Context: an optimization exercise on an open-source flow, tuned for small area, a short achievable clock period and few clock cycles per item. The choices shown serve that exercise and are no tape-out recipe. Only simulation tests tie the RTL to the original design; equivalence was not proved.

### design/flow/config.mk
export PLATFORM = sky130hd
export DESIGN_NAME = GaussFilter
export DESIGN_NICKNAME = GaussFilter
export VERILOG_FILES = /design/flow/design.v
export SDC_FILE = /design/flow/constraint.sdc
export NUM_CORES = 4
export LEC_CHECK = 0
export CAP_MARGIN = 20
export CORE_MARGIN = 2
export CORE_UTILIZATION = 40
export PLACE_DENSITY = 0.6
export SLEW_MARGIN = 20
### design/flow/constraint.sdc
create_clock -name core_clock -period 12.0 [get_ports {clk}]
set_input_delay 2.4000 -clock core_clock [delete_from_list [all_inputs] [get_ports {clk}]]
set_output_delay 2.4000 -clock core_clock [all_outputs]
set_load 0.01 [all_outputs]
### design/flow/design.v
module GaussFilter #(parameter rows = 8, cols = 8, ksize = 3, data_width = 8) (
    input wire clk,
    input wire rst,
    input wire start,
    input wire [data_width*rows*cols-1:0] image_in,
    output wire [data_width*rows*cols-1:0] image_out,
    output reg image_out_valid,
    output reg done,
    input wire image_ready
);
    reg waiting;
    wire go = (start | waiting) & image_ready;
    always @(posedge clk or posedge rst) begin
        if (rst) begin
            waiting <= 1'b0;
            image_out_valid <= 1'b0;
            done <= 1'b0;
        end else begin
            waiting <= (start | waiting) & ~image_ready;
            image_out_valid <= go;
            done <= image_out_valid;
        end
    end
    wire sel = image_out_valid;
    function [7:0] px;
        input [511:0] img;
        input integer r, c;
        px = img[8*(8*r+c) +: 8];
    endfunction
    wire [7:0]  x   [0:3][0:7];
    wire [8:0]  pp  [0:3][0:7];
    wire [9:0]  v   [0:3][0:7];
    wire [10:0] q   [0:3][0:6];
    wire [11:0] h   [0:3][0:7];
    reg  [7:0]  top [0:3][0:7];
    genvar u, c;
    generate
        for (u = 0; u < 4; u = u + 1) begin : g_row
            for (c = 0; c < 8; c = c + 1) begin : g_col
                assign x[u][c] = sel ? px(image_in, 7-u, c) : px(image_in, u, c);
                if (u < 3) begin : g_pp
                    assign pp[u][c] = x[u][c] + x[u+1][c];
                end else begin : g_pp3
                    assign pp[u][c] = px(image_in, 3, c) + px(image_in, 4, c);
                end
                if (u == 0) begin : g_v0
                    assign v[u][c] = pp[0][c] + (sel ? {x[0][c], 1'b0} : pp[0][c]);
                end else begin : g_v
                    assign v[u][c] = pp[u-1][c] + pp[u][c];
                end
                if (c < 7) begin : g_q
                    assign q[u][c] = v[u][c] + v[u][c+1];
                end
                if (c == 0) begin : g_h0
                    assign h[u][c] = {q[u][0], 1'b0};
                end else if (c < 7) begin : g_h
                    assign h[u][c] = q[u][c-1] + q[u][c];
                end else begin : g_h7
                    assign h[u][c] = q[u][6] + {v[u][7], 1'b0};
                end
                always @(posedge clk) top[u][c] <= h[u][c][11:4];
                assign image_out[8*(8*u+c) +: 8] = top[u][c];
                assign image_out[8*(8*(7-u)+c) +: 8] = h[u][c][11:4];
            end
        end
    endgenerate
endmodule
### design/flow/run.sh
#!/bin/bash
# synth_recipe.tcl (not shown) runs the flow's synth.tcl, then flattens the netlist and writes it again
# the make line also repeats each setting of config.mk as NAME=value (left out here)
make -C /OpenROAD-flow-scripts/flow DESIGN_CONFIG=/design/flow/config.mk WORK_HOME=/design/flow/orfs CLKGATE_MAP_FILE= SYNTH_SCRIPT=/design/flow/synth_recipe.tcl finish
==> impl_metrics.csv, run 1 <==
group,metric,value,unit
synthesis,synth_area_leaders,"ha_1, dfxtp_1, xnor2_1",
worst_setup_path,slowest_stage,"fa_1",
clock_tree,clk_latency,600,ps
layout,regArea,5204,sq um
synthesis,synth.distinct_cells,69,
die,die_w,339.0,um
worst_setup_path,crit_arrival,9300,ps
grt,grt_util_all_layers,30.19,%
synthesis,synth_edf_count,0,
worst_hold_path,hp-class,"flop to flop",
placed_design,place.detailed.hpwl,163800,um
detailed_routing,drc_errors,0,
grt,grt_pass1_wl,260400,um
grt,grt_max_degree,71,
layout,instances_no_fill,7929,
worst_setup_path,max_stage_delay,590,ps
timing,finalMaxSlewViolations,0,
synthesis,yosysTopAreaCell,"ha_1",
die,fp-row-count,122,
timing,relSlewSlack,39.85,%
synthesis,synth_common_cells,"ha_1, inv_1, a21oi_1",
placed_design,placed_cells,7853,
timing,period_share,97.49,%
timing,fin_crit,11700,ps
clock_tree,htreeDepth,1,
synthesis,async_flop_share,1.158,%
clock_tree,clockBufferDepth,3,
die,die_h,339.0,um
synthesis,syn_inst,5320,
layout,final_nets,8072,
synthesis,syn_avg_cell_area,8.439,sq um
layout,final_area,58550,sq um
worst_setup_path,startpoint_type,"primary input",
flow_run,cap_violations,0,
timing,tns,0,ps
detailed_routing,drt-initial-drc-count,2497,
grt,grt_pass1_vias,41000,
run_status,status,"complete, no violations",
placed_design,io_buffers,1029,
worst_setup_path,end_kind,"primary output",
die,pin_count,1030,
timing,finalSetupViolations,0,
grt,grt-ovfl-total,0,
layout,syn_to_final_growth,30.42,%
worst_setup_path,crit_type,"primary input to primary output",
layout,fin_util,52.76,%
timing,skew,14.05,ps
synthesis,synth_seq_cells,259,
die,fp.dieArea,114900,sq um
placed_design,gp_congestion,0.9736,
detailed_routing,antenna_left,0,
die,initial_core_util,40.46,%
detailed_routing,wl_per_cell,22.86,um
layout,multi_input_area,37560,sq um
layout,fillers,10560,
detailed_routing,vias_per_cell,5.324,
detailed_routing,drtPass1Iterations,7,
detailed_routing,wl,181200,um
worst_setup_path,cp_max_fo,4,
synthesis,yosysWarnings,2,
layout,drive_above_1_share,5.673,%
clock_tree,cts-root-buf,"clkbuf_16",
worst_setup_path,crit_path_frequent_cell,"ha_1",
clock_tree,path_clk_slew,60,ps
synthesis,synthMostInstantiatedCell,"ha_1",
synthesis,synth_top_area_share,27.37,%
clock_tree,ctsHoldBuffers,0,
synthesis,syn_area,44900,sq um
clock_tree,clock_sinks,259,
grt,antenna_found_initial,41,
timing,hold_viol,0,
detailed_routing,vias,42220,
timing,worst_pin_slew,902.2,ps
worst_setup_path,crit_required,9600,ps
timing,max_freq,85.48,MHz
clock_tree,cts_buffers,30,
clock_tree,cts_tree,"done",
synthesis,seq_area_frac_synth,11.58,%
synthesis,synth_flop_cell,"dfxtp_1",
die,core_area,111000,sq um
clock_tree,ctsResizeCount,0,
clock_tree,post-cts-setup-buffers,0,
placed_design,place_area,57380,sq um
-- metrics by stage --
| stage | worst slack [ps] | hold WS (ps) |
|---|---|---|
| after floorplan | 1431 | 450.5 |
| after global placement | 215.7 | 465.6 |
| after detailed placement | 43.50 | 477.4 |
| after CTS | 33.32 | 490.5 |
| after global routing | -64.85 | 537.2 |
| final | 301.4 | 487.0 |
-- cell type report --
class,instances,area share [%]
timing repair buffer,1091,18.43
clock buffer,38,1.472
multi-input combinational,4453,64.15
sequential,259,8.887
antenna,25,0.1068
clock inverter,13,0.1709
inverter,562,3.603
tap,1488,3.180
-- worst paths after layout --
check / endpoint / cells after the start / slack (ps) / start
max in group asynchronous: image_out_valid / 2 / 9780 / rst
setup reg to reg: top[19][6] / 23 / 4540 / image_out_valid
setup / recovery: image_out[278] / 25 / 300 / image_in[208]
min in group asynchronous: image_out_valid / 2 / 2010 / rst
hold reg to reg: waiting / 2 / 490 / waiting
hold / removal: waiting / 2 / 490 / waiting
-- registers in the layout, indices dropped and copies added (netlist names) --
name,count
done,1
image_out_valid,1
top,256
waiting,1
-- worst max-delay path, delay by kind of cell --
family	cells	cell delay, ps
compound gates	9	1960
xor+xnor	1	200
fa+ha+maj	8	3070
buf+inv	6	1560
simple gates	1	100
-- cells in the final DEF (no fill, tap or decap), types with 31 or more instances in the layout --
cell type,instances
fa_1,177
o21a_1,38
inv_1,561
nand3_1,49
mux2_2,169
buf_4,60
o21ai_0,298
nor2_1,282
a21o_1,185
nor3_1,91
o21bai_1,166
clkdlybuf4s50_1,1029
a21oi_1,518
ha_1,980
clkbuf_16,31
dfxtp_1,256
nand2b_1,65
nor2b_1,67
xnor2_1,429
nand2_1,328
xor2_1,222
-- metal layers --
metal	wire, um	global-route usage (%)
met2	84370	50.98
met4	4366	7.065
met1	82100	40.66
met5	88	0
met3	10320	3.869
-- logic make-up after synthesis --
| group | after synthesis | share of synthesized area, % |
|---|---|---|
| AO/OA/AOI/OAI | 1429 | 19.84 |
| XOR/XNOR | 660 | 12.93 |
| adder cells (fa/ha/maj) | 1167 | 35.44 |
| buffers and inverters | 608 | 5.086 |
| flip-flops | 259 | 11.58 |
| multiplexers | 187 | 4.640 |
| AND/OR/NAND/NOR | 1010 | 10.48 |
Testbench counts, summed over its fixed seeds: cycles 120, frames 64.
==> run 2, diff against run 1 <==
==> design/flow/flow/run.sh (new file) <==
#!/bin/bash
set -e
export BUFFER_PORTS_ARGS="-buffer_cell sky130_fd_sc_hd__buf_1"
bash standard.sh > standard.log 2>&1
==> design/flow/standard.sh (new file) <==
#!/bin/bash
# synth_recipe.tcl (not shown) runs the flow's synth.tcl, then flattens the netlist and writes it again
# the make line also repeats each setting of config.mk as NAME=value (left out here)
make -C /OpenROAD-flow-scripts/flow DESIGN_CONFIG=/design/flow/config.mk WORK_HOME=/design/flow/orfs CLKGATE_MAP_FILE= SYNTH_SCRIPT=/design/flow/synth_recipe.tcl "${@:-finish}"
--- a/design/flow/config.mk
+++ b/design/flow/config.mk
@@ -8,5 +8,5 @@
 export CAP_MARGIN = 20
 export CORE_MARGIN = 2
-export CORE_UTILIZATION = 40
-export PLACE_DENSITY = 0.6
+export CORE_UTILIZATION = 55
+export PLACE_DENSITY = 0.7
 export SLEW_MARGIN = 20
removed: design/flow/run.sh
==> impl_metrics.csv, run 2 <==
group,metric,value,unit
synthesis,synth_seq_cells,259,
timing,whs,489.0,ps
clock_tree,clock_sinks,259,
layout,drive_above_1_share,4.613,%
layout,instances_no_fill,7442,
timing,finalMaxSlewViolations,0,
clock_tree,clockBufferDepth,3,
grt,grt-ovfl-total,0,
detailed_routing,wl,167100,um
layout,final_common_cell,"buf_1",
run_status,status,"complete, no violations",
worst_setup_path,slowest_stage,"nor4b_1",
clock_tree,path_clk_slew,60,ps
clock_tree,cts_tree,"done",
synthesis,synth_area_leaders,"ha_1, dfxtp_1, xnor2_1",
detailed_routing,antenna_left,0,
timing,skew,12.78,ps
synthesis,syn_area,44900,sq um
grt,grt_pass1_vias,40030,
worst_hold_path,hp-class,"flop to flop",
layout,final_cell_mix,"buf_1, ha_1, inv_1",
die,die_w,289.7,um
synthesis,synth_edf_count,0,
timing,relSlewSlack,25.28,%
detailed_routing,wl_per_cell,22.45,um
placed_design,placed_cells,7380,
clock_tree,htreeDepth,1,
clock_tree,cts_buffers,29,
clock_tree,clk_latency,600,ps
flow_run,cap_violations,0,
timing,finalSetupViolations,0,
grt,antenna_found_initial,17,
layout,largest_reg_flops,256,
synthesis,synthMostInstantiatedCell,"ha_1",
worst_setup_path,crit_type,"primary input to primary output",
clock_tree,ctsResizeCount,0,
clock_tree,cts-root-buf,"clkbuf_16",
detailed_routing,drt-initial-drc-count,2927,
detailed_routing,drtPass1Iterations,6,
worst_setup_path,end_kind,"primary output",
synthesis,syn_inst,5320,
layout,syn_to_final_growth,13.56,%
die,fp.dieArea,83930,sq um
worst_setup_path,cp_max_fo,5,
timing,period_share,93.34,%
synthesis,yosysTopAreaCell,"ha_1",
clock_tree,post-cts-setup-buffers,0,
layout,final_nets,8026,
synthesis,synth_common_cells,"ha_1, inv_1, a21oi_1",
synthesis,seq_area_frac_synth,11.58,%
synthesis,syn_avg_cell_area,8.439,sq um
die,die_h,289.7,um
die,core_area,80680,sq um
detailed_routing,vias,42790,
grt,grt_pass1_wl,240500,um
synthesis,synth_top_area_share,27.37,%
worst_setup_path,crit_arrival,8800,ps
timing,hold_viol,0,
die,initial_core_util,55.65,%
synthesis,synth.distinct_cells,69,
synthesis,synth_flop_cell,"dfxtp_1",
placed_design,gp_congestion,1.001,
die,pin_count,1030,
die,fp-row-count,104,
placed_design,place.detailed.hpwl,150000,um
timing,fin_crit,11200,ps
timing,tns,0,ps
worst_setup_path,startpoint_type,"primary input",
synthesis,yosysWarnings,2,
worst_setup_path,max_stage_delay,550,ps
timing,rsz0062_at_grt,"no",
worst_setup_path,crit_required,9600,ps
timing,worst_pin_slew,1111,ps
placed_design,io_buffers,1029,
timing,max_freq,89.28,MHz
layout,regMostFlops,"top",
detailed_routing,vias_per_cell,5.750,
synthesis,async_flop_share,1.158,%
grt,grt_util_all_layers,38.12,%
grt,grt_max_degree,113,
clock_tree,ctsHoldBuffers,0,
worst_setup_path,crit_path_frequent_cell,"o21ai_0",
detailed_routing,drc_errors,0,
==> run 2: cell type report <==
cell class,count,area (sq um)
antenna,9,22.52
clock buffer,36,792.0
clock inverter,17,116.4
fill,7328,29690
inverter,562,2110
multi-input combinational,4453,37410
sequential,259,5204
tap,1060,1326
timing repair buffer,1046,4003
==> run 2: through the flow <==
| step | util (%) | worst slack, ps | area [sq um] |
|---|---|---|---|
| floorplan | - | 1431 | 44900 |
| global placement | 62.04 | 902.5 | 50050 |
| CTS | 63.17 | 807.3 | 50960 |
| finish | 63.20 | 798.7 | 50990 |
| global route | 63.19 | 174.9 | 50980 |
| detailed placement | 62.04 | 808.9 | 50050 |
==> run 2: kinds of logic after synthesis <==
kind of cell | after synthesis | synth area share, %
mux | 187 | 4.640
simple gates | 1010 | 10.48
buf+inv | 608 | 5.086
flops | 259 | 11.58
compound gates | 1429 | 19.84
xor+xnor | 660 | 12.93
fa+ha+maj | 1167 | 35.44
==> run 2: critical path, delay by kind of cell <==
kind	cells	cell delay [ps]
simple gates	5	920
buf+inv	6	620
compound gates	9	1780
xor+xnor	2	520
fa+ha+maj	7	2550
==> run 2: routing by layer <==
metal	vias to the layer above	track usage (%)	wire length (um)
li1	20830	-	-
met1	20030	51.51	72840
met2	1676	61.78	74850
met3	251	5.699	12960
met4	4	13.38	6381
met5	-	0	27
==> run 2: worst paths after layout <==
check / from / to / slack, ps / cells after the start
setup / recovery: image_in[200] / image_out[271] / 800 / 29
hold / removal: waiting / waiting / 490 / 2
setup reg to reg: image_out_valid / top[1][6] / 4130 / 26
hold reg to reg: waiting / waiting / 490 / 2
max in group asynchronous: rst / image_out_valid / 10140 / 2
min in group asynchronous: rst / image_out_valid / 1670 / 2
==> run 3, diff against run 2 <==
--- a/design/flow/design.v
+++ b/design/flow/design.v
@@ -40,22 +40,22 @@
                 assign x[u][c] = sel ? px(image_in, 7-u, c) : px(image_in, u, c);
                 if (u < 3) begin : g_pp
-                    assign pp[u][c] = x[u][c] + x[u+1][c];
+                    rca #(8) a_pp (.a(x[u][c]), .b(x[u+1][c]), .s(pp[u][c]));
                 end else begin : g_pp3
-                    assign pp[u][c] = px(image_in, 3, c) + px(image_in, 4, c);
+                    rca #(8) a_pp (.a(px(image_in, 3, c)), .b(px(image_in, 4, c)), .s(pp[u][c]));
                 end
                 if (u == 0) begin : g_v0
-                    assign v[u][c] = pp[0][c] + (sel ? {x[0][c], 1'b0} : pp[0][c]);
+                    rca #(9) a_v (.a(pp[0][c]), .b(sel ? {x[0][c], 1'b0} : pp[0][c]), .s(v[u][c]));
                 end else begin : g_v
-                    assign v[u][c] = pp[u-1][c] + pp[u][c];
+                    rca #(9) a_v (.a(pp[u-1][c]), .b(pp[u][c]), .s(v[u][c]));
                 end
                 if (c < 7) begin : g_q
-                    assign q[u][c] = v[u][c] + v[u][c+1];
+                    rca #(10) a_q (.a(v[u][c]), .b(v[u][c+1]), .s(q[u][c]));
                 end
                 if (c == 0) begin : g_h0
                     assign h[u][c] = {q[u][0], 1'b0};
                 end else if (c < 7) begin : g_h
-                    assign h[u][c] = q[u][c-1] + q[u][c];
+                    rca #(11) a_h (.a(q[u][c-1]), .b(q[u][c]), .s(h[u][c]));
                 end else begin : g_h7
-                    assign h[u][c] = q[u][6] + {v[u][7], 1'b0};
+                    rca #(11) a_h (.a(q[u][6]), .b({v[u][7], 1'b0}), .s(h[u][c]));
                 end
                 always @(posedge clk) top[u][c] <= h[u][c][11:4];
@@ -66,2 +66,18 @@
     endgenerate
 endmodule
+module rca #(parameter W = 8) (
+    input wire [W-1:0] a,
+    input wire [W-1:0] b,
+    output wire [W:0] s
+);
+    wire [W:0] cy;
+    assign cy[0] = 1'b0;
+    genvar i;
+    generate
+        for (i = 0; i < W; i = i + 1) begin : g_bit
+            assign s[i] = a[i] ^ b[i] ^ cy[i];
+            assign cy[i+1] = (a[i] & b[i]) | (cy[i] & (a[i] ^ b[i]));
+        end
+    endgenerate
+    assign s[W] = cy[W];
+endmodule
==> impl_metrics.csv, run 3 <==
group,metric,value,unit
synthesis,synth_edf_count,0,
synthesis,synth_seq_cells,259,
synthesis,syn_avg_cell_area,11.75,sq um
run_status,error,"[ERROR PPL-0024] Number of IO pins (1030) exceeds maximum number of available positions (900). Increase the die perimeter from 999.24um to 1400.80um.",
die,die_h,249.8,um
run_status,haltStage,"I/O pin placement (3_2_place_iop)",
synthesis,synth_compound_gate_area_share,3.449,%
die,initial_core_util,55.37,%
run_status,status,"stopped before the end",
synthesis,muxShareOfSynthArea,5.836,%
synthesis,synthAdderAreaFrac,61.40,%
synthesis,syn_area,33230,sq um
synthesis,syn_inst,2829,
synthesis,synth_top_area_share,54.10,%
die,fp-row-count,90,
synthesis,synth_flop_cell,"dfxtp_1",
synthesis,synth_xor_area_share,0.7907,%
synthesis,yosysWarnings,3,
synthesis,synth_simple_gate_area_share,2.895,%
synthesis,yosysTopAreaCell,"fa_1",
synthesis,async_flop_share,1.158,%
synthesis,seq_area_frac_synth,15.65,%
synthesis,synthMostInstantiatedCell,"fa_1",
die,die_w,249.8,um
synthesis,synth_common_cells,"fa_1, inv_1, dfxtp_1",
synthesis,synth_top_family_by_area,"adder cells",
synthesis,synth.distinct_cells,27,
synthesis,synth_area_leaders,"fa_1, dfxtp_1, inv_1",
[run 3: kinds of logic after synthesis]
| kind of cell | count (synthesis) |
|---|---|
| adders and majority gates | 1092 |
| DFF | 259 |
| buffers and inverters | 850 |
| xor gates and xnor gates | 30 |
| and+or+nand+nor | 219 |
| AOI/OAI and AO/OA | 202 |
| muxes | 177 |
Testbench counts of run 3, summed over its fixed seeds: cycles 120, frames 64.
==> run 4, diff against run 3 <==
--- a/design/flow/config.mk
+++ b/design/flow/config.mk
@@ -10,3 +10,4 @@
 export CORE_UTILIZATION = 55
 export PLACE_DENSITY = 0.7
+export SETUP_SLACK_MARGIN = 1.5
 export SLEW_MARGIN = 20
==> impl_metrics.csv, run 4 <==
group,metric,value,unit
synthesis,synth.distinct_cells,27,
synthesis,synth_flop_cell,"dfxtp_1",
synthesis,syn_avg_cell_area,11.75,sq um
run_status,status,"stopped before the end",
die,initial_core_util,55.37,%
synthesis,syn_area,33230,sq um
synthesis,synth_top_area_share,54.10,%
synthesis,async_flop_share,1.158,%
die,fp-row-count,90,
run_status,haltStage,"I/O pin placement (3_2_place_iop)",
synthesis,yosysWarnings,3,
synthesis,yosysTopAreaCell,"fa_1",
synthesis,synth_edf_count,0,
synthesis,synth_common_cells,"fa_1, inv_1, dfxtp_1",
synthesis,synth_area_leaders,"fa_1, dfxtp_1, inv_1",
synthesis,syn_inst,2829,
synthesis,seq_area_frac_synth,15.65,%
die,die_h,249.8,um
run_status,error,"[ERROR PPL-0024] Number of IO pins (1030) exceeds maximum number of available positions (900). Increase the die perimeter from 999.24um to 1400.80um.",
synthesis,synthMostInstantiatedCell,"fa_1",
synthesis,synth_seq_cells,259,
die,die_w,249.8,um
run 4: kinds of logic after synthesis:
logic type,after synthesis,share of synthesized area [%]
compound gates,202,3.449
xor+xnor,30,0.7907
simple gates,219,2.895
fa+ha+maj,1092,61.40
flops,259,15.65
buf+inv,850,9.981
mux,177,5.836
==> run 5, diff against run 4 <==
--- a/design/flow/config.mk
+++ b/design/flow/config.mk
@@ -7,7 +7,6 @@
 export LEC_CHECK = 0
 export CAP_MARGIN = 20
-export CORE_MARGIN = 2
-export CORE_UTILIZATION = 55
-export PLACE_DENSITY = 0.7
-export SETUP_SLACK_MARGIN = 1.5
+export CORE_AREA = 4 4 356 356
+export DIE_AREA = 0 0 360 360
+export PLACE_DENSITY = 0.6
 export SLEW_MARGIN = 20
==> impl_metrics.csv, run 5 <==
group,metric,value,unit
run_status,status,"complete, no violations",
detailed_routing,wl,154700,um
worst_setup_path,crit_required,9600,ps
clock_tree,clock_sinks,259,
timing,worst_pin_slew,788.5,ps
clock_tree,path_clk_slew,50,ps
synthesis,synth_area_leaders,"fa_1, dfxtp_1, inv_1",
clock_tree,clockBufferDepth,3,
detailed_routing,wl_per_cell,26.36,um
timing,period_share,98.90,%
clock_tree,ctsHoldBuffers,0,
worst_setup_path,cp_max_fo,3,
detailed_routing,top_layer,"met5",
layout,final_area,44070,sq um
die,pin_count,1030,
clock_tree,htreeDepth,2,
synthesis,syn_area,33230,sq um
timing,relSlewSlack,45.93,%
worst_setup_path,crit_type,"primary input to primary output",
timing,skew,19.94,ps
synthesis,syn_avg_cell_area,11.75,sq um
grt,grt_pass1_vias,28130,
placed_design,io_buffers,1029,
die,fp.dieArea,129600,sq um
worst_hold_path,hp-class,"flop to flop",
synthesis,yosysTopAreaCell,"fa_1",
detailed_routing,drc_errors,0,
worst_setup_path,crit_arrival,9470,ps
detailed_routing,met2_length,72940,um
clock_tree,cts_buffers,35,
synthesis,synth_top_area_share,54.10,%
synthesis,seq_area_frac_synth,15.65,%
placed_design,place.detailed.hpwl,144500,um
layout,regMostFlops,"top",
synthesis,async_flop_share,1.158,%
die,die_h,360,um
worst_setup_path,crit_start,"image_in[264]",
worst_hold_path,worst_hold_startpoint,"waiting",
die,die_w,360,um
layout,syn_to_final_growth,32.62,%
synthesis,synth_seq_cells,259,
synthesis,syn_inst,2829,
detailed_routing,vias,24990,
grt,grt_util_all_layers,23.65,%
synthesis,synth.distinct_cells,27,
synthesis,synth_common_cells,"fa_1, inv_1, dfxtp_1",
die,core_area,122400,sq um
worst_setup_path,end_kind,"primary output",
timing,whs,486.3,ps
flow_run,cap_violations,0,
layout,instances_no_fill,5869,
placed_design,place_area,41310,sq um
die,fp-row-count,128,
worst_setup_path,startpoint_type,"primary input",
grt,grt_max_degree,66,
timing,fin_crit,11870,ps
clock_tree,clk_latency,630,ps
layout,largest_reg_flops,256,
synthesis,synthMostInstantiatedCell,"fa_1",
synthesis,synth_flop_cell,"dfxtp_1",
worst_setup_path,regToRegStartpoint,"image_out_valid",
synthesis,yosysWarnings,3,
timing,max_freq,84.26,MHz
timing,hold_viol,0,
grt,grt-ovfl-total,0,
detailed_routing,vias_per_cell,4.258,
synthesis,synth_edf_count,0,
detailed_routing,drt-initial-drc-count,1252,
timing,finalSetupViolations,0,
timing,finalMaxSlewViolations,0,
grt,antenna_found_initial,62,
layout,drive_above_1_share,24.20,%
placed_design,gp_congestion,0.9776,
detailed_routing,wl_met3,12680,um
detailed_routing,drtPass1Iterations,5,
layout,final_cell_mix,"buf_1, inv_1, fa_1",
placed_design,placed_cells,5758,
detailed_routing,met1_length,66140,um
clock_tree,cts-root-buf,"clkbuf_16",
layout,final_common_cell,"buf_1",
detailed_routing,antenna_left,0,
grt,grt_pass1_wl,213500,um
die,initial_core_util,27.16,%
layout,final_nets,5801,
clock_tree,cts_tree,"done",
==> run 5: cell counts after synthesis <==
Identical to the previous run, type by type.
==> run 5: worst max-delay path, cell delays in order <==
cell      delay, ps
buf_1           110
mux2_2          280
ha_1            220
fa_1            450
fa_2            510
fa_1            460
fa_2            630
inv_1            80
fa_1            410
fa_1            490
fa_1            460
fa_1            440
fa_1            430
fa_1            400
fa_1            510
xor2_1          170
ha_1            180
o21bai_1        160
fa_1            500
buf_1           170
==> run 5: metrics by stage <==
stage / util, % / setup WS [ps] / setup TNS [ps]
finish: 36.02 / 132.2 / 0
global route: 35.98 / -20.19 / -98.70
CTS: 35.42 / 0.7718 / 0
detailed placement: 33.77 / -809.9 / -20050
global placement: 33.77 / -723.2 / -16730
floorplan: - / 111.1 / 0
==> run 5: timing repair <==
action | 4_1_cts | 5_1_grt
setup endpoints to repair | 56 | 51
gates resized for setup | 310 | 224
buffers inserted | 11 | 12
pin swaps | 96 | 150
==> run 5: area by class of cell <==
class                           instances  area [sq um]
Timing Repair Buffer                 1375          6591
Clock inverter                         19         289.0
Sequential cell                       259          5204
Multi-Input combinational cell       1720         25920
Fill cell                           12350         78290
Tap cell                             1625          2033
Inverter                              802          3010
Clock buffer                           44         959.7
Antenna cell                           25         62.56
==> run 5: worst paths after layout <==
path,endpoint,cells past startpoint,slack (ps)
min in group asynchronous,image_out_valid,2,1660
worst min-delay path,waiting,2,490
worst max-delay path,image_out[270],20,130
worst min register to register,waiting,2,490
max in group asynchronous,image_out_valid,2,10200
worst max register to register,top[17][6],23,3600
==> run 5: routing by layer <==
metal / vias to the layer above / global-route usage (%)
li1: 11170 / -
met1: 12730 / 31.97
met2: 921 / 38.33
met3: 144 / 6.769
met4: 32 / 4.105
met5: - / 0
==> run 5: kinds of logic after synthesis <==
group,synth area share [%]
adder cells (fa/ha/maj),61.40
AND/OR/NAND/NOR,2.895
flip-flops,15.65
XOR/XNOR,0.7907
buffers and inverters,9.981
AO/OA/AOI/OAI,3.449
multiplexers,5.836
==> run 6, diff against run 5 <==
--- a/design/flow/config.mk
+++ b/design/flow/config.mk
@@ -10,3 +10,4 @@
 export DIE_AREA = 0 0 360 360
 export PLACE_DENSITY = 0.6
+export SETUP_SLACK_MARGIN = 1.5
 export SLEW_MARGIN = 20
==> impl_metrics.csv, run 6 <==
group,metric,value,unit
run_status,status,"complete, no violations",
clock_tree,clockBufferDepth,3,
timing,rsz0062_at_grt,"yes",
worst_setup_path,crit_type,"primary input to primary output",
worst_setup_path,crit_required,9600,ps
flow_run,cap_violations,0,
synthesis,synth_xor_area_share,0.7907,%
grt,grt-ovfl-total,0,
layout,regMostFlops,"top",
grt,antenna_found_initial,54,
synthesis,syn_area,33230,sq um
grt,grt_pass1_vias,28430,
synthesis,seq_area_frac_synth,15.65,%
synthesis,yosysWarnings,3,
layout,drive_above_1_share,41.49,%
grt,grt_util_all_layers,24.03,%
layout,largest_reg_flops,256,
detailed_routing,vias_per_cell,4.364,
worst_setup_path,crit_start,"image_in[88]",
worst_setup_path,worstReg2RegEnd,"top[19][6]",
placed_design,placed_cells,5449,
timing,max_freq,85.88,MHz
worst_hold_path,worst_hold_startpoint,"waiting",
layout,final_common_cell,"buf_1",
detailed_routing,antenna_left,0,
synthesis,synth.distinct_cells,27,
grt,grt_max_degree,71,
layout,instances_no_fill,5750,
synthesis,yosysTopAreaCell,"fa_1",
synthesis,synth_simple_gate_area_share,2.895,%
layout,fillers,11900,
timing,worst_pin_slew,842.9,ps
synthesis,synth_flop_cell,"dfxtp_1",
synthesis,synth_common_cells,"fa_1, inv_1, dfxtp_1",
clock_tree,cts_buffers,36,
detailed_routing,drt-initial-drc-count,1306,
timing,finalSetupViolations,0,
worst_setup_path,startpoint_type,"primary input",
clock_tree,clk_latency,620,ps
clock_tree,clock_sinks,259,
layout,final_cell_mix,"buf_1, fa_2, inv_1",
worst_setup_path,critPathCapture,"image_out[478]",
die,core_area,122400,sq um
synthesis,synth_edf_count,0,
synthesis,synth_area_leaders,"fa_1, dfxtp_1, inv_1",
synthesis,synth_compound_gate_area_share,3.449,%
grt,grt_pass1_wl,217400,um
synthesis,synth_seq_cells,259,
layout,syn_to_final_growth,39.94,%
worst_setup_path,cp_max_fo,4,
timing,finalMaxSlewViolations,0,
synthesis,async_flop_share,1.158,%
synthesis,syn_inst,2829,
layout,final_nets,5688,
die,fp.dieArea,129600,sq um
placed_design,place.detailed.hpwl,144800,um
die,initial_core_util,27.16,%
detailed_routing,drc_errors,0,
clock_tree,cts_tree,"done",
detailed_routing,vias,25100,
placed_design,io_buffers,1029,
synthesis,synth_top_area_share,54.10,%
die,pin_count,1030,
worst_hold_path,holdPathStages,2,
timing,relSlewSlack,43.81,%
worst_setup_path,r2r_cells,24,
die,die_h,360,um
worst_setup_path,regToRegStartpoint,"image_out_valid",
worst_setup_path,reg2reg_setup_slack,3820,ps
worst_setup_path,end_kind,"primary output",
synthesis,synth_top_family_by_area,"adder cells",
timing,skew,41.36,ps
die,die_w,360,um
synthesis,muxShareOfSynthArea,5.836,%
detailed_routing,wl,157700,um
clock_tree,htreeDepth,2,
synthesis,synthAdderAreaFrac,61.40,%
worst_hold_path,hp-class,"flop to flop",
placed_design,gp_congestion,0.9557,
timing,period_share,97.04,%
timing,fin_crit,11640,ps
detailed_routing,wl_per_cell,27.43,um
synthesis,syn_avg_cell_area,11.75,sq um
clock_tree,cts-root-buf,"clkbuf_16",
detailed_routing,drtPass1Iterations,5,
timing,hold_viol,0,
die,fp-row-count,128,
synthesis,synthMostInstantiatedCell,"fa_1",
clock_tree,path_clk_slew,50,ps
timing,tns,0,ps
worst_setup_path,crit_arrival,9240,ps
-- run 6: kinds of logic after synthesis --
| family | Yosys count |
|---|---|
| AO/OA/AOI/OAI | 202 |
| XOR/XNOR | 30 |
| adder cells (fa/ha/maj) | 1092 |
| buffers and inverters | 850 |
| flip-flops | 259 |
| multiplexers | 177 |
| AND/OR/NAND/NOR | 219 |
-- run 6: layout make-up --
class	count	area, sq um	share of cell area, %
Multi-Input combinational cell	1720	28030	60.27
Timing Repair Buffer	1261	6844	14.72
Sequential cell	259	5204	11.19
Inverter	802	3050	6.559
Tap cell	1625	2033	4.372
Clock buffer	44	980.9	2.109
Clock inverter	21	320.3	0.6887
Antenna cell	18	45.04	0.09685
-- run 6: critical path: stages --
cell,delay [ps]
buf_1,70
mux2_4,310
ha_4,170
fa_2,370
fa_2,390
fa_2,380
fa_2,390
fa_2,470
fa_2,590
inv_2,40
o21ai_2,150
fa_2,480
buf_4,170
fa_2,330
fa_2,350
fa_2,650
xor2_2,110
ha_4,160
a21o_1,170
ha_4,160
a21o_1,200
fa_2,570
buf_2,140
-- run 6: what timing repair did --
item / CTS / global route
gates resized for setup: 686 / 134
pin swaps: 335 / 217
endpoints found under the setup margin: 147 / 144
buffers inserted: 166 / 52
hold buffers: 0 / 0
-- run 6: worst min path at each step --
stage,end
after floorplan,waiting
final,waiting
after global placement,waiting
after global routing,image_out_valid
after CTS,waiting
after detailed placement,waiting
-- run 6: routing by layer --
layer | track usage [%] | share of wire [%] | up-vias
met5 | 0 | 0.16 | -
met4 | 4.327 | 2.0 | 36
met3 | 6.476 | 7.5 | 186
met2 | 39.21 | 47 | 937
met1 | 32.47 | 43 | 13000
li1 | - | - | 10930
-- run 6: per-stage QoR --
| stage | setup slack (ps) | hold WS, ps | utilization (%) | cell area [sq um] |
|---|---|---|---|---|
| detailed placement | 32.53 | 482.8 | 33.37 | 40830 |
| global placement | 86.51 | 463.7 | 33.37 | 40830 |
| finish | 355.5 | 487.7 | 38.01 | 46510 |
| floorplan | 1025 | 450.5 | - | 35110 |
| CTS | 316.4 | 494.9 | 37.29 | 45620 |
| global route | 115.8 | 536.9 | 37.99 | 46480 |
==> run 7, diff against run 6 <==
==> design/flow/flow/run.sh (replaced) <==
#!/bin/bash
# The standard layout with two changes:
#  1. synthesis maps the RTL's explicit full/half adders to the platform's
#     adder cells right after the coarse pass, before ABC restructures them
#     (otherwise ABC's re-encoding leaves an inverter on most adder pins);
#     everything else is synth_recipe.tcl / ORFS synth.tcl unchanged;
#  2. every I/O port gets the smallest buffer (buf_1) instead of a delay buffer.
set -euo pipefail
here=$(pwd)
python3 - "$FLOW_HOME/scripts/synth.tcl" "$here/synth_fa.tcl" <<'PY'
import sys
src = open(sys.argv[1]).read()
anchor = "  synth -flatten -run :fine {*}$synth_full_args\n"
assert src.count(anchor) == 1, "anchor not found in synth.tcl"
src = src.replace(anchor, anchor +
    "  techmap\n  opt -fast\n  extract_fa\n"
    "  techmap -map $::env(ADDER_MAP_FILE)\n  opt_clean\n")
open(sys.argv[2], "w").write(src)
PY
grep -q 'source $::env(SCRIPTS_DIR)/synth.tcl' synth_recipe.tcl
sed "s#source \$::env(SCRIPTS_DIR)/synth.tcl#source $here/synth_fa.tcl#" synth_recipe.tcl > synth_recipe_fa.tcl
grep -q "SYNTH_SCRIPT=$here/synth_recipe.tcl" standard.sh
sed "s#SYNTH_SCRIPT=$here/synth_recipe.tcl#SYNTH_SCRIPT=$here/synth_recipe_fa.tcl#" standard.sh > standard_fa.sh
export BUFFER_PORTS_ARGS="-buffer_cell sky130_fd_sc_hd__buf_1"
bash standard_fa.sh > standard.log 2>&1
--- a/design/flow/config.mk
+++ b/design/flow/config.mk
@@ -7,7 +7,7 @@
 export LEC_CHECK = 0
 export CAP_MARGIN = 20
-export CORE_AREA = 4 4 356 356
-export DIE_AREA = 0 0 360 360
-export PLACE_DENSITY = 0.6
-export SETUP_SLACK_MARGIN = 1.5
+export CORE_AREA = 4 4 616 96
+export CTS_BUF_LIST = sky130_fd_sc_hd__clkbuf_4
+export DIE_AREA = 0 0 620 100
+export PLACE_DENSITY = 0.75
 export SLEW_MARGIN = 20
==> impl_metrics.csv, run 7 <==
group,metric,value,unit
synthesis,synth_area_leaders,"fa_1, dfxtp_1, mux2_4",
clock_tree,cts-root-buf,"clkbuf_4",
run_status,status,"stopped before the end",
die,die_h,100,um
synthesis,synth_common_cells,"fa_1, dfxtp_1, mux2_4",
placed_design,gp_congestion,1.206,
placed_design,pre_cts_ws,-843.2,ps
clock_tree,cts_buffers,52,
synthesis,synth_top_area_share,58.56,%
synthesis,synth.distinct_cells,22,
synthesis,synth_seq_cells,259,
synthesis,synth_edf_count,0,
synthesis,async_flop_share,1.158,%
synthesis,synth_xor_area_share,0,%
grt,grt_pass1_wl,246900,um
synthesis,syn_inst,2119,
grt,grt-ovfl-total,1,
die,die_w,620,um
synthesis,synth_compound_gate_area_share,2.650,%
synthesis,muxShareOfSynthArea,8.945,%
synthesis,syn_avg_cell_area,14.97,sq um
grt,grt_util_all_layers,61.38,%
grt,grt_max_degree,50,
placed_design,io_buffers,1029,
placed_design,place_area,38420,sq um
die,initial_core_util,57.77,%
synthesis,synthAdderAreaFrac,65.34,%
run_status,haltStage,"global routing (5_1_grt)",
synthesis,synthMostInstantiatedCell,"fa_1",
synthesis,seq_area_frac_synth,16.39,%
placed_design,place.detailed.hpwl,161800,um
synthesis,yosysWarnings,3,
run_status,error,"[ERROR GRT-0116] Global routing finished with congestion. Check the congestion regions in the DRC Viewer.",
synthesis,syn_area,31730,sq um
clock_tree,htreeDepth,2,
synthesis,synth_top_family_by_area,"adder cells",
die,fp-row-count,33,
synthesis,synth_simple_gate_area_share,2.504,%
placed_design,placed_cells,4161,
synthesis,synth_flop_cell,"dfxtp_1",
clock_tree,clockBufferDepth,3,
die,pin_count,1030,
clock_tree,clock_sinks,259,
synthesis,yosysTopAreaCell,"fa_1",
grt,grt_pass1_vias,29890,
-- run 7: repair_timing --
| item | 4_1_cts |
|---|---|
| hold buffers | 0 |
| buffers inserted | 19 |
| resized for setup | 537 |
| endpoints found under the setup margin | 84 |
| pin swaps | 200 |
-- run 7: cells by family after synthesis --
logic type / Yosys count
buffers and inverters: 233
AND/OR/NAND/NOR: 179
AO/OA/AOI/OAI: 156
adder cells (fa/ha/maj): 1100
multiplexers: 192
flip-flops: 259
-- run 7: worst max path at each step --
stage / endpoint / slack [ps]
CTS: image_out[494] / -30
detailed placement: image_out[494] / -840
global placement: image_out[494] / -720
floorplan: image_out[462] / 240
-- run 7: metal layers --
| metal | global-route usage [%] | overflow |
|---|---|---|
| met1 | 74.33 | 0 |
| met2 | 62.66 | 0 |
| met3 | 65.90 | 0 |
| met4 | 19.12 | 0 |
| met5 | 52.65 | 1 |
-- run 7: through the flow --
step           hold WS (ps)  setup TNS, ps
2_1_floorplan         450.5              0
4_1_cts               525.7         -33.59
3_5_place_dp          502.6         -33540
3_3_place_gp          461.5         -27210
==> run 8, diff against run 7 <==
==> design/flow/config.mk (replaced) <==
export PLATFORM = sky130hd
export DESIGN_NAME = GaussFilter
export DESIGN_NICKNAME = GaussFilter
export VERILOG_FILES = /design/flow/design.v
export SDC_FILE = /design/flow/constraint.sdc
export NUM_CORES = 4
export LEC_CHECK = 0
export CAP_MARGIN = 20
export CORE_AREA = 4 4 356 356
export DIE_AREA = 0 0 360 360
export PLACE_DENSITY = 0.6
export SLEW_MARGIN = 20
==> impl_metrics.csv, run 8 <==
group,metric,value,unit
placed_design,io_buffers,1029,
die,core_area,122400,sq um
worst_setup_path,crit_type,"primary input to primary output",
worst_hold_path,worst_hold_startpoint,"waiting",
grt,grt_pass1_wl,209000,um
timing,period_share,98.91,%
layout,regArea,5204,sq um
grt,grt-ovfl-total,0,
layout,syn_to_final_growth,29.25,%
timing,worst_pin_slew,837.0,ps
detailed_routing,wl_per_cell,30.72,um
die,pin_count,1030,
layout,largest_reg_flops,256,
synthesis,syn_avg_cell_area,14.97,sq um
timing,fin_crit,11870,ps
synthesis,yosysTopAreaCell,"fa_1",
layout,multi_input_area,26300,sq um
worst_setup_path,crit_arrival,9470,ps
detailed_routing,vias,22050,
synthesis,synthMostInstantiatedCell,"fa_1",
synthesis,syn_inst,2119,
detailed_routing,drc_errors,0,
clock_tree,clock_sinks,259,
layout,regMostFlops,"top",
timing,finalMaxSlewViolations,0,
timing,finalSetupViolations,0,
die,fp.dieArea,129600,sq um
worst_setup_path,crit_required,9600,ps
die,fp-row-count,128,
detailed_routing,drt-initial-drc-count,1306,
worst_setup_path,startpoint_type,"primary input",
clock_tree,path_clk_slew,60,ps
placed_design,pre_cts_ws,-632.8,ps
layout,drive_above_1_share,27.62,%
detailed_routing,drtPass1Iterations,5,
timing,hold_viol,0,
die,die_h,360,um
timing,fin_ws,130.2,ps
synthesis,synth_common_cells,"fa_1, dfxtp_1, mux2_4",
synthesis,synth_top_area_share,58.56,%
timing,rsz0062_at_grt,"yes",
grt,grt_util_all_layers,23.58,%
synthesis,synth_edf_count,0,
run_status,status,"complete, no violations",
timing,max_freq,84.25,MHz
clock_tree,clockBufferDepth,3,
worst_setup_path,r2r_cells,18,
synthesis,synth_seq_cells,259,
timing,tns,0,ps
grt,antenna_found_initial,55,
die,die_w,360,um
worst_setup_path,reg2reg_setup_slack,3520,ps
synthesis,yosysWarnings,3,
clock_tree,htreeDepth,2,
layout,final_cell_mix,"buf_1, fa_1, fa_2",
synthesis,async_flop_share,1.158,%
worst_setup_path,worstReg2RegEnd,"top[31][6]",
worst_hold_path,hold_end,"waiting",
placed_design,place.detailed.hpwl,143900,um
synthesis,synth.distinct_cells,22,
timing,skew,23.69,ps
detailed_routing,vias_per_cell,4.423,
synthesis,synth_area_leaders,"fa_1, dfxtp_1, mux2_4",
layout,final_nets,4938,
worst_setup_path,cp_max_fo,2,
clock_tree,cts_buffers,34,
grt,grt_pass1_vias,25520,
clock_tree,cts_tree,"done",
worst_setup_path,regToRegStartpoint,"image_out_valid",
detailed_routing,wl,153200,um
clock_tree,clk_latency,610,ps
worst_hold_path,holdPathStages,2,
worst_hold_path,hp-class,"flop to flop",
placed_design,gp_congestion,0.9411,
placed_design,place_area,38540,sq um
synthesis,syn_area,31730,sq um
layout,final_common_cell,"buf_1",
layout,fillers,12290,
flow_run,cap_violations,0,
synthesis,synth_flop_cell,"dfxtp_1",
detailed_routing,antenna_left,0,
clock_tree,cts-root-buf,"clkbuf_16",
layout,final_area,41000,sq um
die,initial_core_util,25.93,%
synthesis,seq_area_frac_synth,16.39,%
grt,grt_max_degree,60,
timing,relSlewSlack,44.20,%
worst_setup_path,end_kind,"primary output",
run 8: cell counts after synthesis:
No cell type changed its count.
run 8: how the worst max path moves through the flow:
stage / start / to / slack (ps) / depth (start not counted)
detailed placement: image_in[80] / image_out[470] / -630 / 19
floorplan: image_in[72] / image_out[462] / 240 / 17
CTS: image_in[88] / image_out[470] / -0.7 / 20
finish: image_in[112] / image_out[438] / 130 / 18
global placement: image_in[416] / image_out[494] / -570 / 19
global route: image_in[88] / image_out[486] / -50 / 21
run 8: metal layers:
| metal | track usage [%] | part of all wire (%) |
|---|---|---|
| met4 | 3.798 | 1.7 |
| met5 | 0 | 0.12 |
| met2 | 38.02 | 47 |
| met3 | 6.164 | 8.0 |
| met1 | 32.57 | 43 |
run 8: cell families (layout without fill, tap and decap cells):
| logic type | after synthesis | in the layout | synth area share, % |
|---|---|---|---|
| AO/OA/AOI/OAI | 156 | 156 | 2.650 |
| adder cells (fa/ha/maj) | 1100 | 1100 | 65.34 |
| buffers and inverters | 233 | 1459 | 4.169 |
| flip-flops | 259 | 259 | 16.39 |
| multiplexers | 192 | 192 | 8.945 |
| other | 0 | 16 | 0 |
| AND/OR/NAND/NOR | 179 | 179 | 2.504 |
run 8: final cells by class:
type                       instances  share of cell area [%]
antenna                           16                 0.09764
clock buffer                      47                   2.414
clock inverter                    12                  0.4150
inverter                         129                   1.181
multi-input combinational       1627                   64.13
sequential                       259                   12.69
tap                             1625                   4.959
timing repair buffer            1271                   14.11
run 8: metrics by stage:
step	utilization, %	hold slack, ps	std cells
floorplan	-	450.5	2119
global placement	31.50	466.7	4894
detailed placement	31.50	479.0	4894
CTS	33.04	492.1	4967
global route	33.49	537.3	4975
finish	33.51	496.0	4986
run 8: worst max-delay path, stage by stage:
cell and delay (ps):
buf_1 70, mux2_4 280, ha_1 220, fa_1 470
fa_2 420, fa_2 450, fa_2 490, buf_4 160
fa_1 470, fa_1 430, fa_1 640, fa_2 540
fa_1 460, fa_1 390, fa_1 390, fa_1 390
fa_2 620, clkbuf_2 170
run 8: repair_timing:
item,4_1_cts,5_1_grt
resized for setup,270,214
cloned,0,0
hold endpoints to repair,0,0
hold buffers,0,0
buffers inserted,14,3
setup endpoints to repair,59,48
pin swaps,78,73
==> run 9, diff against run 8 <==
--- a/design/flow/flow/run.sh
+++ b/design/flow/flow/run.sh
@@ -5,8 +5,10 @@
 #     (otherwise ABC's re-encoding leaves an inverter on most adder pins);
 #     everything else is synth_recipe.tcl / ORFS synth.tcl unchanged;
+#     2-input multiplexers are mapped to mux2_1 at the same point, so ABC
+#     does not turn the input-select muxes into wide, upsized cells;
 #  2. every I/O port gets the smallest buffer (buf_1) instead of a delay buffer.
 set -euo pipefail
 here=$(pwd)
-python3 - "$FLOW_HOME/scripts/synth.tcl" "$here/synth_fa.tcl" <<'PY'
+python3 - "$FLOW_HOME/scripts/synth.tcl" "$here/synth_fa.tcl" "$here/flow/mux_map.v" <<'PY'
 import sys
 src = open(sys.argv[1]).read()
@@ -15,5 +17,6 @@
 src = src.replace(anchor, anchor +
     "  techmap\n  opt -fast\n  extract_fa\n"
-    "  techmap -map $::env(ADDER_MAP_FILE)\n  opt_clean\n")
+    "  techmap -map $::env(ADDER_MAP_FILE)\n"
+    "  techmap -map " + sys.argv[3] + "\n  opt_clean\n")
 open(sys.argv[2], "w").write(src)
 PY
==> design/flow/flow/mux_map.v (new file) <==
module \$_MUX_ (A, B, S, Y);
    input A, B, S;
    output Y;
    sky130_fd_sc_hd__mux2_1 _TECHMAP_REPLACE_ (.A0(A), .A1(B), .S(S), .X(Y));
endmodule
==> impl_metrics.csv, run 9 <==
group,metric,value,unit
run_status,status,"complete, no violations",
grt,antenna_found_initial,46,
grt,grt_max_degree,31,
placed_design,place.detailed.hpwl,138400,um
timing,whs,493.4,ps
placed_design,place_area,38230,sq um
clock_tree,cts_buffers,34,
layout,final_cell_mix,"buf_1, fa_1, fa_2",
clock_tree,cts_tree,"done",
timing,finalSetupViolations,0,
timing,skew,38.78,ps
timing,fin_crit,11880,ps
die,fp-row-count,128,
synthesis,syn_area,30910,sq um
layout,final_common_cell,"buf_1",
die,die_w,360,um
timing,period_share,99.01,%
synthesis,synth_seq_cells,259,
layout,final_area,40700,sq um
die,fp.dieArea,129600,sq um
synthesis,synth_flop_cell,"dfxtp_1",
layout,fin_util,33.26,%
worst_setup_path,crit_type,"primary input to primary output",
worst_setup_path,end_kind,"primary output",
worst_setup_path,crit_arrival,9480,ps
die,core_area,122400,sq um
flow_run,cap_violations,0,
grt,grt_pass1_vias,24390,
synthesis,async_flop_share,1.158,%
worst_setup_path,crit_required,9600,ps
clock_tree,path_clk_slew,60,ps
synthesis,yosysTopAreaCell,"fa_1",
layout,final_nets,4755,
worst_setup_path,cp_max_fo,3,
layout,largest_reg_flops,256,
synthesis,synth_edf_count,0,
die,pin_count,1030,
placed_design,gp_congestion,0.9599,
synthesis,synth_area_leaders,"fa_1, dfxtp_1, mux2_1",
grt,grt-ovfl-total,0,
worst_hold_path,hp-class,"flop to flop",
clock_tree,cts-root-buf,"clkbuf_16",
clock_tree,htreeDepth,2,
placed_design,io_buffers,1029,
die,die_h,360,um
synthesis,syn_avg_cell_area,16.41,sq um
detailed_routing,drtPass1Iterations,5,
layout,regMostFlops,"top",
synthesis,yosysWarnings,3,
layout,syn_to_final_growth,31.67,%
detailed_routing,vias_per_cell,4.346,
synthesis,syn_inst,1884,
synthesis,seq_area_frac_synth,16.82,%
synthesis,synth.distinct_cells,17,
synthesis,synth_common_cells,"fa_1, mux2_1, dfxtp_1",
detailed_routing,wl_per_cell,30.40,um
clock_tree,clockBufferDepth,3,
layout,fillers,12230,
synthesis,synth_top_area_share,60.10,%
timing,worst_pin_slew,551.1,ps
timing,hold_viol,0,
detailed_routing,drc_errors,0,
timing,relSlewSlack,63.41,%
detailed_routing,antenna_left,0,
die,initial_core_util,25.26,%
detailed_routing,drt-initial-drc-count,1004,
timing,rsz0062_at_grt,"yes",
layout,drive_above_1_share,24.75,%
clock_tree,ctsHoldBuffers,0,
timing,finalMaxSlewViolations,0,
detailed_routing,wl,146400,um
clock_tree,clk_latency,620,ps
grt,grt_pass1_wl,199600,um
clock_tree,clock_sinks,259,
synthesis,synthMostInstantiatedCell,"fa_1",
grt,grt_util_all_layers,22.47,%
detailed_routing,vias,20930,
timing,max_freq,84.17,MHz
worst_setup_path,startpoint_type,"primary input",
[run 9: cell type report]
type	count	area (sq um)	area share (%)
Multi-Input combinational cell	1571	26400	64.86
Timing Repair Buffer	1272	5812	14.28
Sequential cell	259	5204	12.79
Tap cell	1625	2033	4.996
Clock buffer	41	917.1	2.253
Clock inverter	20	262.8	0.6456
Antenna cell	27	67.56	0.1660
Inverter	1	3.754	0.009223
[run 9: worst paths after layout]
check / start / to / slack (ps) / depth (start not counted)
max: image_in[160] / image_out[366] / 120 / 20
min: waiting / waiting / 490 / 2
max reg2reg: image_out_valid / top[10][6] / 3750 / 21
min reg2reg: waiting / waiting / 490 / 2
max in group asynchronous: rst / image_out_valid / 10220 / 2
min in group asynchronous: rst / image_out_valid / 1640 / 2
[run 9: logic make-up (layout without fill, tap and decap cells)]
logic type,after synthesis,in the layout,synth area share (%)
buf+inv,61,1334,1.469
simple gates,107,107,1.647
compound gates,28,28,1.036
flops,259,259,16.82
other cells,1,35,0.01213
mux,328,328,11.95
fa+ha+maj,1100,1100,67.06
[run 9: repair_timing]
action                                 in CTS  in global routing
pin swaps                                  46                 50
setup endpoints to repair                  57                 40
setup buffers                               6                  1
gates resized for setup                   297                161
endpoints found under the hold margin       0                  0
[run 9: metrics by stage]
step | setup TNS [ps] | std cells | setup slack, ps
finish | 0 | 4816 | 119.1
global route | -96.42 | 4791 | -68.44
CTS | 0 | 4788 | 0.01776
detailed placement | -14150 | 4721 | -543.3
global placement | -11380 | 4721 | -540.5
floorplan | 0 | 1891 | 0.6706
[run 9: layer usage]
layer	global-route usage [%]	part of all wire, %
met5	0	0.12
met4	4.161	2.1
met3	5.519	6.6
met2	36.53	47
met1	30.79	44
[run 9: critical path: stages]
cell	delay, ps
buf_1	100
mux2_2	330
ha_1	230
fa_1	430
fa_1	430
fa_2	490
buf_4	160
fa_2	590
fa_1	470
ha_1	260
nor3_1	220
a211oi_2	160
fa_1	430
fa_1	440
fa_1	400
fa_1	390
fa_1	410
fa_2	380
fa_2	600
clkbuf_2	150
==> run 10, diff against run 9 <==
--- a/design/flow/config.mk
+++ b/design/flow/config.mk
@@ -9,4 +9,5 @@
 export CORE_AREA = 4 4 356 356
 export DIE_AREA = 0 0 360 360
+export GPL_TIMING_DRIVEN = 0
 export PLACE_DENSITY = 0.6
 export SLEW_MARGIN = 20
==> impl_metrics.csv, run 10 <==
group,metric,value,unit
synthesis,syn_avg_cell_area,16.41,sq um
timing,period_share,98.95,%
timing,worst_pin_slew,560.4,ps
placed_design,place.detailed.hpwl,135300,um
timing,finalMaxSlewViolations,0,
die,die_w,360,um
synthesis,synth_xor_area_share,0,%
detailed_routing,vias_per_cell,4.385,
synthesis,syn_inst,1884,
layout,final_nets,4596,
detailed_routing,antenna_left,0,
worst_setup_path,crit_type,"primary input to primary output",
synthesis,synth_seq_cells,259,
layout,syn_to_final_growth,28.05,%
layout,regMostFlops,"top",
synthesis,synth.distinct_cells,17,
detailed_routing,drtPass1Iterations,5,
synthesis,synth_common_cells,"fa_1, mux2_1, dfxtp_1",
detailed_routing,wl,143500,um
clock_tree,clock_sinks,259,
clock_tree,cts_buffers,35,
grt,grt_pass1_wl,196200,um
clock_tree,ctsHoldBuffers,0,
synthesis,async_flop_share,1.158,%
layout,largest_reg_flops,256,
placed_design,place_area,37020,sq um
clock_tree,path_clk_slew,60,ps
grt,grt-ovfl-total,0,
flow_run,cap_violations,0,
worst_setup_path,end_kind,"primary output",
synthesis,synth_top_area_share,60.10,%
timing,finalSetupViolations,0,
clock_tree,cts_tree,"done",
synthesis,synthAdderAreaFrac,67.06,%
synthesis,synth_flop_cell,"dfxtp_1",
placed_design,gp_congestion,0.9586,
placed_design,io_buffers,1029,
synthesis,yosysWarnings,3,
layout,final_cell_mix,"buf_1, fa_1, fa_2",
clock_tree,cts-root-buf,"clkbuf_16",
synthesis,synthMostInstantiatedCell,"fa_1",
die,die_h,360,um
die,fp.dieArea,129600,sq um
worst_setup_path,crit_required,9600,ps
timing,relSlewSlack,62.79,%
synthesis,synth_simple_gate_area_share,1.647,%
synthesis,synth_edf_count,0,
detailed_routing,drt-initial-drc-count,1204,
clock_tree,clockBufferDepth,3,
synthesis,yosysTopAreaCell,"fa_1",
detailed_routing,wl_per_cell,30.83,um
layout,final_common_cell,"buf_1",
timing,fin_crit,11870,ps
synthesis,muxShareOfSynthArea,11.95,%
synthesis,synth_compound_gate_area_share,1.036,%
run_status,status,"complete, no violations",
synthesis,syn_area,30910,sq um
grt,grt_util_all_layers,22.05,%
grt,grt_pass1_vias,23640,
clock_tree,clk_latency,620,ps
layout,final_area,39580,sq um
timing,skew,31.52,ps
synthesis,synth_area_leaders,"fa_1, dfxtp_1, mux2_1",
worst_setup_path,startpoint_type,"primary input",
detailed_routing,vias,20400,
layout,instances_no_fill,4653,
detailed_routing,drc_errors,0,
timing,max_freq,84.22,MHz
placed_design,pre_cts_ws,-885.3,ps
timing,whs,500.5,ps
timing,fin_ws,126.6,ps
timing,rsz0062_at_grt,"yes",
placed_design,placed_cells,4552,
worst_setup_path,cp_max_fo,2,
clock_tree,htreeDepth,2,
synthesis,seq_area_frac_synth,16.82,%
die,fp-row-count,128,
die,pin_count,1030,
worst_setup_path,crit_arrival,9470,ps
die,initial_core_util,25.26,%
die,core_area,122400,sq um
timing,hold_viol,0,
grt,antenna_found_initial,42,
grt,grt_max_degree,55,
worst_hold_path,hp-class,"flop to flop",
synthesis,synth_top_family_by_area,"adder cells",
layout,drive_above_1_share,21.46,%
run 10: cell type report:
class / count / area, sq um
multi-input combinational: 1571 / 26480
sequential: 259 / 5204
timing repair buffer: 1052 / 4212
fill: 12250 / 82780
buffer: 60 / 450.4
clock buffer: 43 / 925.9
tap: 1625 / 2033
antenna: 22 / 55.05
clock inverter: 20 / 220.2
inverter: 1 / 3.754
run 10: logic make-up after synthesis:
group | count (synthesis)
adder cells (fa/ha/maj) | 1100
multiplexers | 328
flip-flops | 259
AND/OR/NAND/NOR | 107
buffers and inverters | 61
AO/OA/AOI/OAI | 28
other | 1
run 10: repair_timing:
item / CTS / global route
gates resized for setup: 316 / 163
setup endpoints to repair: 72 / 55
pin swaps: 42 / 55
setup buffers: 7 / 9
run 10: per-stage QoR:
step	utilization (%)	setup TNS, ps
floorplan	-	0
global placement	30.11	-218910
detailed placement	30.26	-24420
CTS	31.87	0
global route	32.32	-52.76
finish	32.35	0
run 10: final timing paths:
check	slack, ps	start	cells after the start	endpoint
max in group asynchronous	10200	rst	2	image_out_valid
min	500	waiting	2	waiting
max	130	image_in[160]	17	image_out[294]
max reg2reg	3270	image_out_valid	20	top[3][6]
min in group asynchronous	1650	rst	2	done
min reg2reg	500	waiting	2	waiting
run 10: critical path, cell delays in order:
cell and delay, ps:
buf_1 100, mux2_2 340, ha_1 250, fa_2 370, fa_1 420, fa_2 440, fa_2 380, fa_1 430
fa_1 440, fa_1 540, fa_1 720, fa_2 570, fa_1 460, fa_1 390, fa_1 390, fa_2 620
buf_1 170
run 10: layer usage:
| metal | track usage (%) | part of all wire (%) | routed length [um] | vias to the layer above |
|---|---|---|---|---|
| met2 | 35.63 | 47 | 67860 | 771 |
| met1 | 30.90 | 44 | 63310 | 10960 |
| met3 | 4.850 | 6.9 | 9957 | 115 |
| met5 | 0 | 0.097 | 139 | - |
| met4 | 3.719 | 1.5 | 2183 | 22 |
| li1 | - | - | - | 8541 |
==> run 11, diff against run 10 <==
--- a/design/flow/config.mk
+++ b/design/flow/config.mk
@@ -10,4 +10,4 @@
 export DIE_AREA = 0 0 360 360
 export GPL_TIMING_DRIVEN = 0
-export PLACE_DENSITY = 0.6
+export PLACE_DENSITY = 0.8
 export SLEW_MARGIN = 20
==> impl_metrics.csv, run 11 <==
group,metric,value,unit
die,die_w,360,um
clock_tree,clock_sinks,259,
timing,whs,484.0,ps
layout,final_cell_mix,"buf_1, fa_1, fa_2",
detailed_routing,wl,149900,um
synthesis,synth_seq_cells,259,
die,fp-row-count,128,
layout,syn_to_final_growth,28.11,%
grt,grt_max_degree,61,
synthesis,syn_area,30910,sq um
layout,final_common_cell,"buf_1",
detailed_routing,wl_per_cell,32.18,um
timing,fin_crit,11880,ps
run_status,status,"complete, no violations",
synthesis,synth.distinct_cells,17,
synthesis,yosysWarnings,3,
layout,instances_no_fill,4659,
timing,skew,33.53,ps
placed_design,placed_cells,4551,
synthesis,seq_area_frac_synth,16.82,%
clock_tree,clockBufferDepth,3,
worst_setup_path,end_kind,"primary output",
worst_hold_path,hp-class,"flop to flop",
synthesis,yosysTopAreaCell,"fa_1",
timing,finalMaxSlewViolations,0,
timing,period_share,99.03,%
grt,met3_usage,5.812,%
synthesis,synth_common_cells,"fa_1, mux2_1, dfxtp_1",
clock_tree,path_clk_slew,60,ps
layout,drive_above_1_share,21.02,%
worst_setup_path,startpoint_type,"primary input",
die,initial_core_util,25.26,%
clock_tree,htreeDepth,2,
timing,worst_pin_slew,586.3,ps
worst_setup_path,crit_start,"image_in[440]",
detailed_routing,vias,21190,
worst_setup_path,crit_arrival,9480,ps
clock_tree,cts_buffers,34,
worst_hold_path,worst_hold_startpoint,"waiting",
layout,largest_reg_flops,256,
timing,hold_viol,0,
synthesis,syn_inst,1884,
grt,use_met2,36.18,%
grt,grt-ovfl-total,0,
synthesis,synth_flop_cell,"dfxtp_1",
grt,grt_pass1_wl,202500,um
die,pin_count,1030,
detailed_routing,drtPass1Iterations,6,
timing,finalSetupViolations,0,
synthesis,synth_edf_count,0,
synthesis,synth_area_leaders,"fa_1, dfxtp_1, mux2_1",
timing,relSlewSlack,61.07,%
worst_setup_path,regToRegStartpoint,"image_out_valid",
clock_tree,clk_latency,620,ps
synthesis,syn_avg_cell_area,16.41,sq um
placed_design,io_buffers,1029,
detailed_routing,vias_per_cell,4.548,
die,fp.dieArea,129600,sq um
grt,grt_util_all_layers,22.94,%
layout,regMostFlops,"top",
grt,antenna_found_initial,59,
detailed_routing,drt-initial-drc-count,1445,
worst_setup_path,reg2reg_setup_slack,3440,ps
timing,max_freq,84.15,MHz
clock_tree,cts-root-buf,"clkbuf_16",
die,die_h,360,um
synthesis,async_flop_share,1.158,%
grt,top_usage_layer,"met2",
clock_tree,cts_tree,"done",
grt,use_met1,31.97,%
worst_setup_path,crit_type,"primary input to primary output",
worst_setup_path,cp_max_fo,3,
placed_design,gp_congestion,0.9816,
synthesis,synthMostInstantiatedCell,"fa_1",
flow_run,cap_violations,0,
synthesis,synth_top_area_share,60.10,%
layout,fin_util,32.36,%
detailed_routing,drc_errors,0,
worst_setup_path,crit_required,9600,ps
die,core_area,122400,sq um
grt,grt_pass1_vias,24110,
layout,final_nets,4602,
detailed_routing,antenna_left,0,
placed_design,place.detailed.hpwl,139800,um
[run 11: cells by family after synthesis]
| family | Yosys count | synth area share [%] |
|---|---|---|
| AO/OA/AOI/OAI | 28 | 1.036 |
| adder cells (fa/ha/maj) | 1100 | 67.06 |
| buffers and inverters | 61 | 1.469 |
| flip-flops | 259 | 16.82 |
| multiplexers | 328 | 11.95 |
| other | 1 | 0.01213 |
| AND/OR/NAND/NOR | 107 | 1.647 |
[run 11: area by class of cell]
type,instances,area [sq um]
flip-flops and latches,259,5204
fillers,12110,82760
clock buffers,46,925.9
well taps,1625,2033
diodes,23,57.56
inverters,1,3.754
multi-input cells,1571,26420
repair buffers,1059,4272
clock inverters,15,229.0
plain buffers,60,450.4
[run 11: path summary, 6_finish.rpt]
check / to / cells past startpoint
max: image_out[510] / 20
min: waiting / 2
max reg2reg: top[5][6] / 22
min reg2reg: waiting / 2
max in group asynchronous: image_out_valid / 2
min in group asynchronous: image_out_valid / 2
[run 11: routing by layer]
metal  part of all wire (%)  wire (um)
met1                     43      64440
met4                    2.4       3598
met3                    8.4      12660
met2                     46      69060
met5                  0.099        149
[run 11: stage by stage]
stage | area [sq um] | setup WS [ps] | setup TNS (ps)
after floorplan | 30940 | 0.6706 | 0
after global placement | 36840 | -2320 | -196390
after detailed placement | 37000 | -978.7 | -24550
after CTS | 39030 | 0.9974 | 0
after global routing | 39550 | -10.83 | -17.65
final | 39600 | 117.0 | 0
[run 11: timing repair]
item | 4_1_cts | 5_1_grt
setup buffers | 11 | 13
gates cloned | 0 | 0
endpoints found under the setup margin | 77 | 55
pin swaps | 50 | 37
resized for setup | 313 | 157
hold buffers | 0 | 0
hold endpoints to repair | 0 | 0
[run 11: critical path: stages]
cell     delay [ps]
buf_1            70
mux2_1          370
ha_2            230
fa_2            400
fa_2            500
mux2_1          320
fa_2            390
fa_2            610
fa_2            460
ha_1            320
a21oi_1         150
nand2_1         130
fa_1            410
fa_2            380
fa_1            410
fa_2            380
fa_1            390
fa_1            390
fa_2            600
buf_2           160

afterwards: timing with drivers on the ports:
The results above use ideal ports. As a check the final layouts listed here were re-extracted and re-timed, cells and wires unchanged.
Step 1, drivers: a clkbuf_16 drives clk and a buf_2 each remaining input, both assumed.
Step 2 moves the port delays by t, midway between the first and last clock arrival at a register: inputs arrive t later, outputs are due t later. That takes back most of the time a late clock gives input paths.
Slacks: ideal / step 1 / step 2; pairs: ideal / step 1.
run	shift t [ns]	setup WS [ns]	worst setup path after step 2
run 1	0.681	0.301 / 0.227 / 0.227	input to output
run 2	0.665	0.799 / 0.750 / 0.750	input to output
run 5	0.676	0.132 / 0.090 / 0.090	input to output
run 6	0.677	0.355 / 0.335 / 0.335	input to output
run 8	0.657	0.130 / 0.081 / 0.081	input to output
run 9	0.664	0.119 / 0.092 / 0.092	input to output
run 10	0.664	0.127 / 0.099 / 0.099	input to output
run 11	0.676	0.117 / 0.087 / 0.087	input to output
After both steps setup and hold are still met in every run listed. The setup slack of run 1, which loses most, moves by -0.074 ns with the drivers and by -0.074 ns with both steps.
